Background: an optimization exercise with open tools, aiming at small area. Do not read the settings as production practice.
Function was checked by simulation only, so behaviour that the tests miss may differ from the original.

==> flow/design.v (excerpt) <==
module median_filter_resource_optimized
(
    input                ck100m,
    input                srst_n,
    input                enable,
    input        [15:0]  in,
    output               out_enable,
    output reg   [15:0]  out
);
Settings: LEC_CHECK=0, ABC_AREA=1, CAP_MARGIN=20, CORE_MARGIN=2, CORE_UTILIZATION=40, CTS_CLUSTER_DIAMETER=50, CTS_CLUSTER_SIZE=20, SLEW_MARGIN=20; clock period 5.0 ns.
standard.sh (not shown) runs the stock make flow with config.mk's settings and CLKGATE_MAP_FILE= SYNTH_SCRIPT=/design/flow/synth_recipe.tcl, a recipe that flattens the netlist after the stock synthesis.
==> flow/flow/run.sh <==
#!/bin/bash
# The standard layout (standard.sh), with two changes:
#  - the port buffers are sky130_fd_sc_hd__buf_1 rather than the default choice;
#  - clock tree synthesis inserts no dummy loads and builds the tree from
#    sky130_fd_sc_hd__clkbuf_8, with the sink clustering of config.mk.
# make's full output goes to flow.log in this folder; ORFS keeps each step's log
# under orfs/logs/.
set -euo pipefail
bash standard.sh \
  "BUFFER_PORTS_ARGS=-buffer_cell sky130_fd_sc_hd__buf_1" \
  "CTS_ARGS=-sink_clustering_enable -repair_clock_nets -dont_use_dummy_load -buf_list sky130_fd_sc_hd__clkbuf_4 -sink_clustering_size 12 -sink_clustering_max_diameter 40" \
  finish > flow.log 2>&1
Rerun with:
--- a/flow/flow/run.sh
+++ b/flow/flow/run.sh
@@ -11 +11 @@
-  "CTS_ARGS=-sink_clustering_enable -repair_clock_nets -dont_use_dummy_load -buf_list sky130_fd_sc_hd__clkbuf_4 -sink_clustering_size 12 -sink_clustering_max_diameter 40" \
+  "CTS_ARGS=-sink_clustering_enable -repair_clock_nets -dont_use_dummy_load -buf_list sky130_fd_sc_hd__clkbuf_8 -sink_clustering_size 20 -sink_clustering_max_diameter 50" \
ABC_CLOCK_PERIOD_IN_PS = 8000   (was not set)
What happened:
- The new run passed the timing, DRC and antenna checks
- global-route usage drops by 0.19 points
- cell area climbs by 0.89%
- synthesized cell count does not change
- worst hold slack degrades by 0.023 ns
- sequential share of layout area drops by 0.52 points
- worst setup slack improves by 0.014 ns
Rerun with:
--- a/flow/flow/run.sh
+++ b/flow/flow/run.sh
@@ -4,2 +4 @@
-#  - clock tree synthesis inserts no dummy loads and builds the tree from
-#    sky130_fd_sc_hd__clkbuf_8, with the sink clustering of config.mk.
+#  - clock tree synthesis inserts no dummy loads (same clustering as config.mk).
ABC_CLOCK_PERIOD_IN_PS = not set   (was 8000)
Result: Final cell count does not change; die area is unchanged; utilization does not change; cell area is unchanged; via count is unchanged; count of clock-buffer cells in the layout stays the same; register-to-register slack hardly moves.
Rerun with:
==> flow/run.sh (new file) <==
#!/bin/bash
# synth_recipe.tcl (not shown) runs the flow's synth.tcl, then flattens the netlist and writes it again
# the make line also repeats each setting of config.mk as NAME=value (left out here)
make -C /OpenROAD-flow-scripts/flow DESIGN_CONFIG=/design/flow/config.mk WORK_HOME=/design/flow/orfs CLKGATE_MAP_FILE= SYNTH_SCRIPT=/design/flow/synth_recipe.tcl finish
CTS_CLUSTER_DIAMETER = 45   (was 50)
CTS_CLUSTER_SIZE = 30   (was 20)
removed: flow/flow/run.sh
removed: flow/standard.sh
- The new run produced a clean layout
- routed wire length goes up by 1.2%
- global-route usage goes up by 0.15 points
- maximum frequency goes down by 0.36%
- die area stays the same
- design area goes up by 7.2%
- utilization goes up by 3.2 points
- non-clock buffer count goes down by 3


median_filter_resource_optimized again, from the RTL that the note above started with.
==> flow/design.v (excerpt) <==
module median_filter_resource_optimized
(
    input                ck100m,
    input                srst_n,
    input                enable,
    input        [15:0]  in,
    output               out_enable,
    output reg   [15:0]  out
);
    localparam int NT = 7;              
    localparam int L  = 17;             
    reg [15:0] win  [0:9];
    reg [15:0] tail [0:NT-1];            
    reg [1:0]  lane [0:9];               
    reg [L-1:0] cand;
    reg [3:0]  m;
    reg [3:0]  nval;                     
    reg [6:0]  q;                        
    wire idle = ~q[6] & ~q[1];           
    assign out_enable = ~q[1] & q[0];    
    wire s12  = ~q[2] & q[1];            
    logic [7:0] sel;                     
    logic [7:0] nsel;                    
    logic nidle;                         
    always_comb begin
        sel[0] = idle;
        for (int j = 1; j < 7; j++) sel[j] = q[7-j] & ~q[6-j];
        sel[7] = q[6] & q[0];
        nidle = (idle & ~enable) | s12;
        nsel[0] = nidle;
        nsel[1] = idle & enable;
        for (int j = 2; j < 8; j++) nsel[j] = sel[j-1];
    end
    logic [3:0] nval_next;
    always_comb nval_next = nval + {3'd0, enable && nval != 4'd10};
    always @(posedge ck100m or negedge srst_n) begin
        if (~srst_n) begin
            q    <= 7'd0;
            nval <= 4'd0;
        end else begin
            q    <= {idle ? enable : ~q[0], q[6:1]};
            nval <= nval_next;
        end
    end
    logic [15:0] w9sh;
    always_comb begin
        w9sh = '0;
        for (int j = 0; j < 7; j++)
            if (sel[j]) w9sh = w9sh | (win[9] << (2*j + 2));
    end
    logic [1:0] xw [0:9];
    logic [1:0] xin;
    always_comb begin
        for (int n = 0; n < 10; n++) begin
            xw[n] = 2'b00;
            for (int j = 0; j < 8; j++)
  ...
Settings: LEC_CHECK=0, ABC_AREA=1, CAP_MARGIN=20, CORE_MARGIN=2, CORE_UTILIZATION=40, CTS_CLUSTER_DIAMETER=50, CTS_CLUSTER_SIZE=20, SLEW_MARGIN=20; clock period 5.0 ns.
==> flow/flow/run.sh <==
#!/bin/bash
# The standard layout (standard.sh), with two changes:
#  - the port buffers are sky130_fd_sc_hd__buf_1 rather than the default choice;
#  - clock tree synthesis inserts no dummy loads and builds the tree from
#    sky130_fd_sc_hd__clkbuf_8, with the sink clustering of config.mk.
# make's full output goes to flow.log in this folder; ORFS keeps each step's log
# under orfs/logs/.
set -euo pipefail
bash standard.sh \
  "BUFFER_PORTS_ARGS=-buffer_cell sky130_fd_sc_hd__buf_1" \
  "CTS_ARGS=-sink_clustering_enable -repair_clock_nets -dont_use_dummy_load -buf_list {sky130_fd_sc_hd__clkbuf_4 sky130_fd_sc_hd__clkbuf_8} -sink_clustering_size 12 -sink_clustering_max_diameter 40" \
  finish > flow.log 2>&1
Then changed:
--- a/flow/flow/run.sh
+++ b/flow/flow/run.sh
@@ -11 +11 @@
-  "CTS_ARGS=-sink_clustering_enable -repair_clock_nets -dont_use_dummy_load -buf_list {sky130_fd_sc_hd__clkbuf_4 sky130_fd_sc_hd__clkbuf_8} -sink_clustering_size 12 -sink_clustering_max_diameter 40" \
+  "CTS_ARGS=-sink_clustering_enable -repair_clock_nets -dont_use_dummy_load -buf_list sky130_fd_sc_hd__clkbuf_4 -sink_clustering_size 9 -sink_clustering_max_diameter 35" \
After rerunning: Core utilization went down by 0.58 points. Maximum frequency hardly moves. Via count went up by 1.2%. Final cell count went up by 0.52%. Cell area went down by 1.3%. Worst setup slack gets better by 0.0061 ns. Count of clock-buffer cells in the layout went up by 10. Non-clock buffer count went down by 3. Clock skew went up by 0.020 ns.


Another version of the RTL of median_filter_resource_optimized (not shown whole).
Size: ~1100 cells after synthesis, ~280 flip-flops, about 36 I/O pins, about 12000 um^2 of cells after synthesis.
Settings: LEC_CHECK=0, ABC_AREA=1, CAP_MARGIN=20, CORE_MARGIN=2, CORE_UTILIZATION=40, CTS_CLUSTER_DIAMETER=35, CTS_CLUSTER_SIZE=9, SLEW_MARGIN=20; clock period 5.0 ns.
==> flow/flow/run.sh <==
#!/bin/bash
# The standard layout (standard.sh), with two changes:
#  - the port buffers are sky130_fd_sc_hd__buf_1 rather than the default choice;
#  - clock tree synthesis inserts no dummy loads and builds the tree from
#    sky130_fd_sc_hd__clkbuf_4, with small sink clusters (at most 9 sinks,
#    35 um across) so that every flip-flop clock pin keeps a fast slew.
# make's full output goes to flow.log in this folder; ORFS keeps each step's log
# under orfs/logs/.
set -euo pipefail
bash standard.sh \
  "BUFFER_PORTS_ARGS=-buffer_cell sky130_fd_sc_hd__buf_1" \
  "CTS_ARGS=-sink_clustering_enable -repair_clock_nets -dont_use_dummy_load -buf_list sky130_fd_sc_hd__clkbuf_4 -sink_clustering_size 9 -sink_clustering_max_diameter 35" \
  finish > flow.log 2>&1
Rerun with:
--- a/flow/flow/run.sh
+++ b/flow/flow/run.sh
@@ -10,4 +10,4 @@
 bash standard.sh \
   "BUFFER_PORTS_ARGS=-buffer_cell sky130_fd_sc_hd__buf_1" \
-  "CTS_ARGS=-sink_clustering_enable -repair_clock_nets -dont_use_dummy_load -buf_list sky130_fd_sc_hd__clkbuf_4 -sink_clustering_size 9 -sink_clustering_max_diameter 35" \
+  "CTS_ARGS=-sink_clustering_enable -repair_clock_nets -dont_use_dummy_load -buf_list sky130_fd_sc_hd__clkbuf_4 -sink_clustering_size 12 -sink_clustering_max_diameter 30" \
   finish > flow.log 2>&1
After rerunning: Sequential share of layout area is lower by 0.17 points. Routed wire length is lower by 0.44%.


The RTL this note starts from:
==> flow/design.v <==
module median_filter_resource_optimized
(
    input                ck100m,
    input                srst_n,
    input                enable,
    input        [15:0]  in,
    output               out_enable,
    output reg   [15:0]  out
);
    localparam int NT = 7;              
    localparam int L  = 17;             
    reg [15:0] win  [0:9];
    reg [15:0] tail [0:NT-1];            
    reg [1:0]  lane [0:9];               
    reg [L-1:0] cand;
    reg [3:0]  m;
    reg [3:0]  nval;                     
    reg [6:0]  q;                        
    wire idle = ~q[6] & ~q[1];           
    assign out_enable = ~q[1] & q[0];    
    wire s12  = ~q[2] & q[1];            
    logic [7:0] sel;                     
    logic [7:0] nsel;                    
    logic nidle;                         
    always_comb begin
        sel[0] = idle;
        for (int j = 1; j < 7; j++) sel[j] = q[7-j] & ~q[6-j];
        sel[7] = q[6] & q[0];
        nidle = (idle & ~enable) | s12;
        nsel[0] = nidle;
        nsel[1] = idle & enable;
        for (int j = 2; j < 8; j++) nsel[j] = sel[j-1];
    end
    logic [3:0] nval_next;
    always_comb nval_next = nval + {3'd0, enable && nval != 4'd10};
    always @(posedge ck100m or negedge srst_n) begin
        if (~srst_n) begin
            q    <= 7'd0;
            nval <= 4'd0;
        end else begin
            q    <= {idle ? enable : ~q[0], q[6:1]};
            nval <= nval_next;
        end
    end
    logic [15:0] w9sh;
    always_comb begin
        w9sh = '0;
        for (int j = 0; j < 7; j++)
            if (sel[j]) w9sh = w9sh | (win[9] << (2*j + 2));
    end
    logic [1:0] xw [0:9];
    logic [1:0] xin;
    always_comb begin
        for (int n = 0; n < 10; n++) begin
            xw[n] = 2'b00;
            for (int j = 0; j < 8; j++)
                if (nsel[j]) xw[n] = xw[n] | win[n][15-2*j -: 2];
        end
        xin = 2'b00;
        for (int j = 0; j < 8; j++)
            if (nsel[j]) xin = xin | in[15-2*j -: 2];
    end
    always @(posedge ck100m) begin
        if (enable) begin
            win[0]  <= in;
            lane[0] <= xin;
            for (int i = 1; i < 10; i++) begin
                win[i]  <= win[i-1];
                lane[i] <= xw[i-1];
            end
        end else begin
            for (int i = 0; i < 10; i++) lane[i] <= xw[i];
        end
        tail[0][15:2] <= w9sh[15:2];
        for (int t = 1; t < NT; t++)
            for (int b = 2 + 2*t; b < 16; b++) tail[t][b] <= tail[t-1][b-2];
    end
    function automatic [3:0] tsum(input [16:0] x, input [3:0] m);
        logic t1, t2, t3, t4, t5, t6, t7, t8, t9, t10, t11, t12, t13, t14, t15, t16, t17, t18, t19, t20, t21, t22, t23, t24, t25, t26, t27, t28, t29, t30, g0, g1, g2, p0, p1, p2, c1, c2, c3;
        t1 = m[0] ^ x[0] ^ x[10]; t2 = (m[0] & x[0]) | (m[0] & x[10]) | (x[0] & x[10]);
        t3 = x[11] ^ x[12] ^ x[13]; t4 = (x[11] & x[12]) | (x[11] & x[13]) | (x[12] & x[13]);
        t5 = x[14] ^ x[15] ^ x[16]; t6 = (x[14] & x[15]) | (x[14] & x[16]) | (x[15] & x[16]);
        t7 = x[1] ^ x[2] ^ x[3]; t8 = (x[1] & x[2]) | (x[1] & x[3]) | (x[2] & x[3]);
        t9 = x[4] ^ x[5] ^ x[6]; t10 = (x[4] & x[5]) | (x[4] & x[6]) | (x[5] & x[6]);
        t11 = x[7] ^ x[8] ^ x[9]; t12 = (x[7] & x[8]) | (x[7] & x[9]) | (x[8] & x[9]);
        t13 = t1 ^ t11 ^ t3; t14 = (t1 & t11) | (t1 & t3) | (t11 & t3);
        t15 = t5 ^ t7 ^ t9; t16 = (t5 & t7) | (t5 & t9) | (t7 & t9);
        t17 = m[1] ^ t10 ^ t12; t18 = (m[1] & t10) | (m[1] & t12) | (t10 & t12);
        t19 = t2 ^ t4 ^ t6; t20 = (t2 & t4) | (t2 & t6) | (t4 & t6);
        t21 = t8 ^ t14 ^ t16; t22 = (t8 & t14) | (t8 & t16) | (t14 & t16);
        t23 = t17 ^ t19 ^ t21; t24 = (t17 & t19) | (t17 & t21) | (t19 & t21);
        t25 = m[2] ^ t18 ^ t20; t26 = (m[2] & t18) | (m[2] & t20) | (t18 & t20);
        t27 = t22 ^ t25 ^ t24; t28 = (t22 & t25) | (t22 & t24) | (t25 & t24);
        t29 = m[3] ^ t26 ^ t28; t30 = (m[3] & t26) | (m[3] & t28) | (t26 & t28);
        g0 = t13 & t15; p0 = t13 ^ t15;
        g1 = t23 & 1'b0; p1 = t23 ^ 1'b0;
        g2 = t27 & 1'b0; p2 = t27 ^ 1'b0;
        c1 = g0; c2 = g1 | (p1 & g0); c3 = g2 | (p2 & g1) | (p2 & p1 & g0);
        tsum = {c3 | t29 | t30, p2 ^ c2, p1 ^ c1, p0};
    endfunction
    logic [1:0] ln [0:L-1];
    logic [L-1:0] lt1, lt2, lt3, c_new;
    logic [3:0] s1, s2, s3, m_new;
    logic i1, i2, i3, ok1, ok2, ok3, cin;
    logic [1:0] d;
    always_comb begin
        for (int n = 0; n < 10; n++) ln[n] = lane[n];
        for (int t = 0; t < NT; t++) ln[10+t] = tail[t][15:14];
        for (int n = 0; n < L; n++) begin
            lt1[n] = cand[n] & ~ln[n][1] & ~ln[n][0];
            lt2[n] = cand[n] & ~ln[n][1];
            lt3[n] = cand[n] & ~(ln[n][1] & ln[n][0]);
        end
        i1 = idle & ~in[15] & ~in[14];
        i2 = idle & ~in[15];
        i3 = idle & ~(in[15] & in[14]);
        s1 = tsum(lt1, m);
        s2 = tsum(lt2, m);
        s3 = tsum(lt3, m);
        ok1 = ~s1[3] & ~(i1 & (s1[2:0] == 3'd7));
        ok2 = ~s2[3] & ~(i2 & (s2[2:0] == 3'd7));
        ok3 = ~s3[3] & ~(i3 & (s3[2:0] == 3'd7));
        if (ok3)      begin d = 2'd3; m_new = s3 + {3'd0, i3}; end
        else if (ok2) begin d = 2'd2; m_new = s2 + {3'd0, i2}; end
        else if (ok1) begin d = 2'd1; m_new = s1 + {3'd0, i1}; end
        else          begin d = 2'd0; m_new = m; end
        for (int n = 0; n < L; n++) c_new[n] = cand[n] & (ln[n] == d);
        cin = idle & (in[15:14] == d);
    end
    always @(posedge ck100m or negedge srst_n) begin
        if (~srst_n) begin
            cand <= '0;
            m    <= 4'd12;
        end else if (nidle) begin
            for (int n = 0; n < L; n++) cand[n] <= (n < 10) && (n < nval_next);
            m <= 4'd12 - nval_next;
        end else begin
            m <= m_new;
            cand[9:0]    <= enable ? {c_new[8:0], cin} : c_new[9:0];
            cand[10]     <= enable & c_new[9];
            cand[L-1:11] <= c_new[L-2:10];
        end
    end
    always @(posedge ck100m) begin
        for (int j = 0; j < 8; j++)
            if (sel[j]) out[15-2*j -: 2] <= d;
    end
endmodule
Settings: LEC_CHECK=0, ABC_AREA=1, CAP_MARGIN=20, CORE_MARGIN=2, CORE_UTILIZATION=40, SLEW_MARGIN=20; clock period 5.0 ns.
run.sh (not shown) runs the stock make flow with config.mk's settings and CLKGATE_MAP_FILE= SYNTH_SCRIPT=/design/flow/synth_recipe.tcl, a recipe that flattens the netlist after the stock synthesis.
Stock flow here: none of the scripts above is used.
Edit:
--- a/flow/config.mk
+++ b/flow/config.mk
@@ -7,3 +7,2 @@
 export LEC_CHECK = 0
-export ABC_AREA = 1
 export CAP_MARGIN = 20
@@ -11,2 +10,3 @@
 export CORE_UTILIZATION = 40
+export CTS_BUF_LIST = sky130_fd_sc_hd__clkbuf_4 sky130_fd_sc_hd__clkbuf_8
 export SLEW_MARGIN = 20
Effect: Sequential share of layout area went down by 1.1 points; area after synthesis went up by 0.64%; clock skew went up by 0.020 ns; utilization went up by 0.90 points; wire length went up by 8.5%; setup slack is worse by 0.077 ns; non-clock buffer count went up by 36; cell count went down by 6.4%; fmax went down by 1.6%.

==> what the ideal ports hide <==
No port has a modelled driver above. Below, the same layouts with a new extraction and two added sets of constraints.
Step 1 sets driving cells, clkbuf_16 on the clock port and buf_2 on the other inputs (assumed; they add their load-dependent delay and slew).
Step 2 also shifts input and output timing later by t, the mid clock arrival at the registers, as if the neighbouring blocks saw the same clock.
a / b / c = ideal ports / drivers / drivers and shift; a / b = the first two.
run | t, ns | slack for setup (ns) | worst setup path after step 2 | worst slew at a driven data input, ns
the first run of note 1 | 0.650 | 0.250 / 0.250 / 0.250 | register to register | 0.03
the second run of note 1 | 0.607 | 0.264 / 0.264 / 0.264 | register to register | 0.03
the third run of note 1 | 0.607 | 0.264 / 0.264 / 0.264 | register to register | 0.03
the fourth run of note 1 | 0.614 | 0.247 / 0.247 / 0.247 | register to register | 0.04
the first run of note 2 | 0.549 | 0.258 / 0.258 / 0.258 | register to register | 0.03
the second run of note 2 | 0.666 | 0.264 / 0.264 / 0.264 | register to register | 0.03
the first run of note 3 | 0.675 | 0.376 / 0.376 / 0.376 | register to register | 0.03
the second run of note 3 | 0.674 | 0.411 / 0.411 / 0.411 | register to register | 0.03
the first run of note 4 | 0.601 | 0.202 / 0.202 / 0.202 | register to register | 0.04
the second run of note 4 | 0.605 | 0.125 / 0.125 / 0.125 | register to register | 0.05
After both steps setup and hold are still met in every run listed.
